What follows belongs to an exercise in optimizing a design on an open flow for small area, a short achievable clock period and few clock cycles; a production flow would make more cautious choices.
Only simulation tests tie the RTL to the original design; equivalence was not proved.
Power figures rest on the tool's default switching activity, not on a simulated workload.

==> inputs of job 1231 <==
==> flow/design.v (excerpt) <==
module CVP14(output [15:0] Addr, output RD, output WR, output V, output [15:0] dataOut,
             input Reset, input Clk1, input [15:0] DataIn);
localparam QD = 4;                   
localparam CK = 3;                   
localparam FQ = 11;                  
localparam MU_IDLE = 2'd0, MU_VLD = 2'd1, MU_VSTW = 2'd2, MU_VSTR = 2'd3;
localparam AU_VADD = 2'd0, AU_VDOT = 2'd1, AU_SMUL = 2'd2;
function ok_add;
  input [15:0] x;
  ok_add = (x[14:0] == 15'd0) | (x[14:10] >= 5'd10 && x[14:10] <= 5'd27);
endfunction
function [4:0] emax;
  input [4:0] m;
  input [15:0] x;
  emax = (x[14:10] > m) ? x[14:10] : m;
endfunction
function ok_mul;
  input [4:0] ea, eb;
  ok_mul = (ea != 5'd31) & (eb != 5'd31) & ({1'b0, ea} + {1'b0, eb} <= 6'd44);
endfunction
reg rst;
always @(posedge Clk1) rst <= Reset;
reg [3:0] ph;                        
reg [7:0] zf;                        
reg [7:0] sa;                        
reg [4:0] mx [0:7];                  
reg [15:0] addr_q, dout_q;
reg rd_q, wr_q, v_q, vflag;
reg [15:0] q [0:QD-1];
reg [QD:0] qs;                       
reg [15:0] ir_pc, fpc;               
reg f_act;                           
wire [15:0] ir = q[0];
wire ir_v = ~qs[0];
reg [1:0] mu_st;
reg [3:0] mu_cnt;
reg [15:0] base;
reg [2:0] mu_reg;
reg mu_tap;                          
reg ld_now, ld_last;                 
reg l_oka;
reg [4:0] l_mx;
reg [15:0] ld1;
reg ld1_v, ld_first, ld1_first, ld1_last;
reg [2:0] ld1_r;
reg sl_v, sl_wlo, sl_whi;
reg sl_known, sl_safe_q, sl_fp_q;    
reg [4:0] sl_bnd_q;                  
reg [4:0] sl_mxa_q, sl_mxb_q;        
reg sl_b1, sl_bv;
reg [15:0] sl_pc;
reg [1:0] sl_op;
reg [2:0] sl_ra, sl_rb, sl_rd;
reg [15:0] sl_sc;
reg rd_busy, rd_act, vdot_wait, rd_us;
reg rd_tap;                          
reg [1:0] rd_op;
reg [2:0] rd_ra, rd_rb, rd_rd;
reg [3:0] rd_cnt;
reg [4:1] sv, sfirst, slast, sus;
reg [1:0] sop [1:4];
  ...
clock: 20.0 ns
lec_check: 0
abc_area: 1
cap_margin: 50
core_margin: 2
core_utilization: 50
cts_cluster_diameter: 120
cts_cluster_size: 24
place_density: 0.75
slew_margin: 50
standard.sh (not shown) runs the stock make flow with config.mk's settings and CLKGATE_MAP_FILE= SYNTH_SCRIPT=/design/flow/synth_recipe.tcl, a recipe that flattens the netlist after the stock synthesis.
==> flow/flow/run.sh <==
#!/bin/bash
# Layout flow: the standard flow (standard.sh, all steps), except that
# - the buffers buffer_ports puts on every input and output port are
#   sky130_fd_sc_hd__buf_4 cells instead of the resizer's default choice;
# - after the resizer step of placement, outflops.tcl moves the buffer of
#   each output port that a flip-flop drives next to that flip-flop
#   (detailed placement then legalizes both), so the buffer, not the
#   flip-flop, drives the long wire to the edge of the die.
# - repair_timing (after placement, CTS and global routing) works to a setup
#   slack margin of 15 ns: at the design's 20 ns clock every path has far
#   more slack than that needs, so without the margin repair_timing leaves
#   the paths that set the period achieved as they are.
# - CTS puts buffers on the clock tree's wires every 150 um (CTS_BUF_DISTANCE).
# The make output goes to standard.log; ORFS keeps each step's log under orfs/logs.
set -e
export BUFFER_PORTS_ARGS="-buffer_cell sky130_fd_sc_hd__buf_4"
export POST_RESIZE_TCL="$PWD/flow/outflops.tcl"
export SETUP_SLACK_MARGIN=15
export CTS_BUF_DISTANCE=150
bash standard.sh > standard.log 2>&1
==> flow/flow/outflops.tcl <==
# Move the buffer of every output port that a flip-flop drives (and
# nothing else) onto that flip-flop's location; detailed placement
# legalizes them.
set block [ord::get_db_block]
set moved 0
foreach bterm [$block getBTerms] {
  if { [$bterm getIoType] != "OUTPUT" } { continue }
  set net [$bterm getNet]
  set drv {}
  foreach it [$net getITerms] { if { [$it isOutputSignal] } { lappend drv $it } }
  if { [llength $drv] != 1 } { puts "outflops: [$bterm getName] has no single driver"; continue }
  set buf [[lindex $drv 0] getInst]
  set bin {}
  foreach it [$buf getITerms] { if { [$it isInputSignal] } { lappend bin $it } }
  if { [llength $bin] != 1 } { puts "outflops: [$buf getName] is not a buffer"; continue }
  set inet [[lindex $bin 0] getNet]
  if { [llength [$inet getITerms]] != 2 || [llength [$inet getBTerms]] != 0 } {
    puts "outflops: [$bterm getName]: the buffer's input net has other loads"; continue
  }
  set ff {}
  foreach it [$inet getITerms] { if { [$it isOutputSignal] } { set ff [$it getInst] } }
  if { $ff == {} } { continue }
  set m [[$ff getMaster] getName]
  if { ![string match "*dfxtp*" $m] } { puts "outflops: [$ff getName] is $m, skipped"; continue }
  set loc [$ff getLocation]
  $buf setLocation [lindex $loc 0] [lindex $loc 1]
  incr moved
}
puts "outflops: moved $moved output buffers next to their flip-flops"
==> job 6815: changes against job 1231 <==
--- a/flow/design.v
+++ b/flow/design.v
@@ -234,11 +234,11 @@
 reg [4:0] mx [0:7];                  
 reg [15:0] addr_q, dout_q;
 reg rd_q, wr_q, v_q, vflag;
 reg [15:0] q [0:QD-1];
 reg [QD:0] qs;                       
-reg [15:0] ir_pc, fpc;               
+reg [15:0] ir_pc, fpc, fpc1;         
 reg f_act;                           
 wire [15:0] ir = q[0];
 wire ir_v = ~qs[0];
 reg [1:0] mu_st;
 reg [3:0] mu_cnt;
@@ -432,12 +432,17 @@
   end else begin
     if (us_fin) begin us_fin <= 1'b0; us_busy <= 1'b0; end
     else if (sv[4] & slast[4] & sus[4]) us_fin <= 1'b1;
     if (sl_start) sl_v <= 1'b0;
     sl_known <= sl_v & ~sl_start;
+    sl_safe_q <= sl_safe;
+    sl_mxa_q <= mx[sl_ra];
+    sl_mxb_q <= (sl_op == AU_SMUL) ? sl_sc[14:10] : mx[sl_rb];
+    sl_bnd_q <= sl_bound;
     sl_b1 <= sl_v & ~sl_start;
     sl_bv <= sl_b1 & sl_v & ~sl_start;
+    sl_fp_q <= sl_fp;
     if (sll_sl) sl_wlo <= 1'b0;
     if (slh_sl) sl_whi <= 1'b0;
     if (au_issue) sl_v <= 1'b1;
     if (~sl_v & ~blocking_us) begin
       sl_op <= i_op; sl_ra <= f_a; sl_rb <= f_b; sl_rd <= f_d; sl_sc <= ry; sl_pc <= ir_pc;
@@ -458,20 +463,15 @@
     sv <= {sv[3:1], read_now};
     if (sv[4] & (wres == 16'h7C00)) ovf <= 1'b1;
   end
 end
 always @(posedge Clk1) begin
-  x1 <= va;
   if (read_now) begin
+    x1 <= va;
     if (cur_op != AU_SMUL) y1 <= vb;
     else if (sl_start) y1 <= sl_sc;
   end
-  sl_safe_q <= sl_safe;
-  sl_mxa_q <= mx[sl_ra];
-  sl_mxb_q <= (sl_op == AU_SMUL) ? sl_sc[14:10] : mx[sl_rb];
-  sl_bnd_q <= sl_bound;
-  sl_fp_q <= sl_fp;
   sfirst <= {sfirst[3:1], first_read};
   slast <= {slast[3:1], read_last};
   sus <= {sus[3:1], sl_start ? ~sl_safe_q : rd_us};
   sop[1] <= cur_op; sop[2] <= sop[1]; sop[3] <= sop[2]; sop[4] <= sop[3];
   srd[1] <= cur_rd; srd[2] <= srd[1]; srd[3] <= srd[2]; srd[4] <= srd[3];
@@ -582,11 +582,12 @@
 wire flush = redirect | (issue & is_j);
 wire [15:0] jt = ir_pc + {{4{ir[11]}}, ir[11:0]};
 wire [15:0] jt1 = ir_pc + {{4{ir[11]}}, ir[11:0]} + 16'd1;
 wire [15:0] target = redirect ? 16'hFFF0 : jt;
 wire [15:0] target1 = redirect ? 16'hFFF1 : jt1;
-wire [15:0] fpc_inc = fpc + 16'd1;
+wire [15:0] target2 = target1 + 16'd1;
+wire [15:0] fpc2 = fpc1 + 16'd1;
 wire arrive = f_act & ~flush;
 wire [QD:0] qs_a = arrive ? {qs[QD-1:0], 1'b0} : qs;           
 wire [QD:0] qs_b = arrive ? qs : {1'b0, qs[QD:1]};             
 wire [QD:0] n_qs = flush ? {{QD{1'b0}}, 1'b1} : (issue ? qs_b : qs_a);
 wire room_a = ~qs_a[QD];
@@ -599,39 +600,48 @@
   if (rst) begin
     ph <= 4'd0;
     zf <= 8'hFF; sa <= 8'hFF;
     for (k = 0; k < 8; k = k + 1) begin mx[k] <= 5'd0; end
     ldf_v <= 1'b0;
-    qs <= {{QD{1'b0}}, 1'b1}; ir_pc <= 16'd0; fpc <= 16'd1; f_act <= 1'b1;
+    qs <= {{QD{1'b0}}, 1'b1}; ir_pc <= 16'd0; fpc <= 16'd1; fpc1 <= 16'd2; f_act <= 1'b1;
     addr_q <= 16'd0; rd_q <= 1'b1; wr_q <= 1'b0; v_q <= 1'b0; vflag <= 1'b0;
     mu_st <= MU_IDLE; ld_now <= 1'b0; ld_last <= 1'b0; ld1_v <= 1'b0; ld1_last <= 1'b0;
     f5_v <= 1'b0;
   end else begin
     ph <= ph + 4'd1;
     qs <= n_qs;
     ir_pc <= flush ? target : (issue ? ir_pc + 16'd1 : ir_pc);
-    fpc <= flush ? (n_f_act ? target1 : target) : (n_f_act ? fpc_inc : fpc);
+    fpc <= flush ? (n_f_act ? target1 : target) : (n_f_act ? fpc1 : fpc);
+    fpc1 <= flush ? (n_f_act ? target2 : target1) : (n_f_act ? fpc2 : fpc1);
     f_act <= n_f_act;
     addr_q <= n_mu_port ? n_mu_addr : fetch_addr;
     rd_q <= n_mu_port ? n_mu_rd : n_f_act;
     wr_q <= n_mu_port & n_mu_wr;
     vflag <= n_vflag;
     v_q <= n_vflag & ~n_mu_port & n_f_act;    
-    mu_st <= n_mu_st;
+    mu_st <= n_mu_st; mu_cnt <= n_mu_cnt;
     ld_now <= n_ld; ld_last <= n_ld_last;
-    ld1_v <= ld_now; ld1_last <= ld_last;
+    ld1_v <= ld_now; ld1_r <= mu_reg;
+    ld_first <= mu_issue & is_vld;
+    ld1_first <= ld_first; ld1_last <= ld_last;
     if (ld1_v) begin
       l_oka <= (l_oka | ld1_first) & ok_add(ld1);
       l_mx <= emax(ld1_first ? 5'd0 : l_mx, ld1);
     end
     if (ld_last) zf[mu_reg] <= 1'b0;
     ldf_v <= ld1_last & ~au_wpend(ld1_r) & ~sl_w(ld1_r);
+    ldf_r <= ld1_r;
+    ldf_oka <= (l_oka | ld1_first) & ok_add(ld1);
+    ldf_mx <= emax(ld1_first ? 5'd0 : l_mx, ld1);
     if (ldf_v & ~au_wpend(ldf_r) & ~sl_w(ldf_r)) begin
       sa[ldf_r] <= ldf_oka;
       mx[ldf_r] <= ldf_mx;
     end
     f5_v <= s4_vec & slast[4];
+    f5_rd <= srd[4];
+    f5_oka <= (a_oka | sfirst[4]) & ok_add(wres);
+    f5_mx <= emax(sfirst[4] ? 5'd0 : a_mx, wres);
     if (f5_v & ~((rd_busy & (rd_op != AU_VDOT) & (rd_rd == f5_rd)) |
                  (sv[1] & (sop[1] != AU_VDOT) & (srd[1] == f5_rd)) |
                  (sv[2] & (sop[2] != AU_VDOT) & (srd[2] == f5_rd)) |
                  (sv[3] & (sop[3] != AU_VDOT) & (srd[3] == f5_rd)) |
                  (s4_vec & (srd[4] == f5_rd)) |
@@ -656,20 +666,10 @@
     else if (issue && k < QD - 1) q[k] <= q[k + 1];
 end
 always @(posedge Clk1) begin
   if (mu_free) begin base <= base_now; mu_reg <= f_d; end
   if (mu_st != MU_VSTR) mu_tap <= ph[3];
-  mu_cnt <= n_mu_cnt;
-  ld1_r <= mu_reg;
-  ld_first <= mu_issue & is_vld;
-  ld1_first <= ld_first;
-  ldf_r <= ld1_r;
-  ldf_oka <= (l_oka | ld1_first) & ok_add(ld1);
-  ldf_mx <= emax(ld1_first ? 5'd0 : l_mx, ld1);
-  f5_rd <= srd[4];
-  f5_oka <= (a_oka | sfirst[4]) & ok_add(wres);
-  f5_mx <= emax(sfirst[4] ? 5'd0 : a_mx, wres);
   dout_q <= n_dout;
   ld1 <= DataIn;
 end
 assign Addr = addr_q;
 assign RD = rd_q;
==> flow/flow/run.sh (replaced) <==
#!/bin/bash
# Layout flow: the standard flow (standard.sh, all steps), except that the
# buffers buffer_ports puts on every input and output port are
# sky130_fd_sc_hd__buf_4 cells instead of the resizer's default choice.
# The make output goes to standard.log; ORFS keeps each step's log under orfs/logs.
set -e
export BUFFER_PORTS_ARGS="-buffer_cell sky130_fd_sc_hd__buf_4"
bash standard.sh > standard.log 2>&1
ABC_AREA = default   (was 1)
CORE_UTILIZATION = 70   (was 50)
PLACE_DENSITY = default   (was 0.75)
removed: flow/flow/outflops.tcl
==> notes <==
- In job 1231 the via count is higher than in job 6815, by about 3.3%.
- Sequential power: job 1231 is larger than job 6815 (2.8%).
- Of job 6815 and job 1231, job 1231 has the higher clock power (gap about 1%, measured against job 1231).
- Against job 6815, the cell count of job 1231 is higher by about 20%.
- First-iteration DRC count: job 1231 is lower than job 6815 (about 18%).
- Against job 1231, the non-clock buffer count of job 6815 is higher by 21.
- Of job 1231 and job 6815, job 1231 has the higher power (gap 9.2%, measured against job 6815).
- Of job 6815 and job 1231, job 6815 has the higher critical path depth (gap 16).
Testbench counts of job 1231, summed over its fixed seeds: cycles 77,450.
Testbench counts of job 6815, summed over its fixed seeds: cycles 77,450.

[afterwards: timing with drivers on the ports]
The results above use ideal ports. As a check the final layouts listed here were re-extracted and re-timed, cells and wires unchanged. Step 1: set_driving_cell puts a clkbuf_16 on Clk1 and a buf_2 on each other input, an assumption about the parent block. Step 2 moves the port delays by t, midway between the first and last clock arrival at a register: inputs arrive t later, outputs are due t later. That takes back most of the time a late clock gives input paths. Slacks: ideal ports / drivers / drivers and shift; pairs: ideal ports / drivers.
run | t (ns) | setup slack, ns | pins driven straight from the clock port
job 1231 | 0.883 | 14.715 / 14.624 / 15.187 | 1
job 6815 | 0.907 | 14.652 / 14.570 / 14.652 | 1
After both steps setup and hold are still met in every run listed.
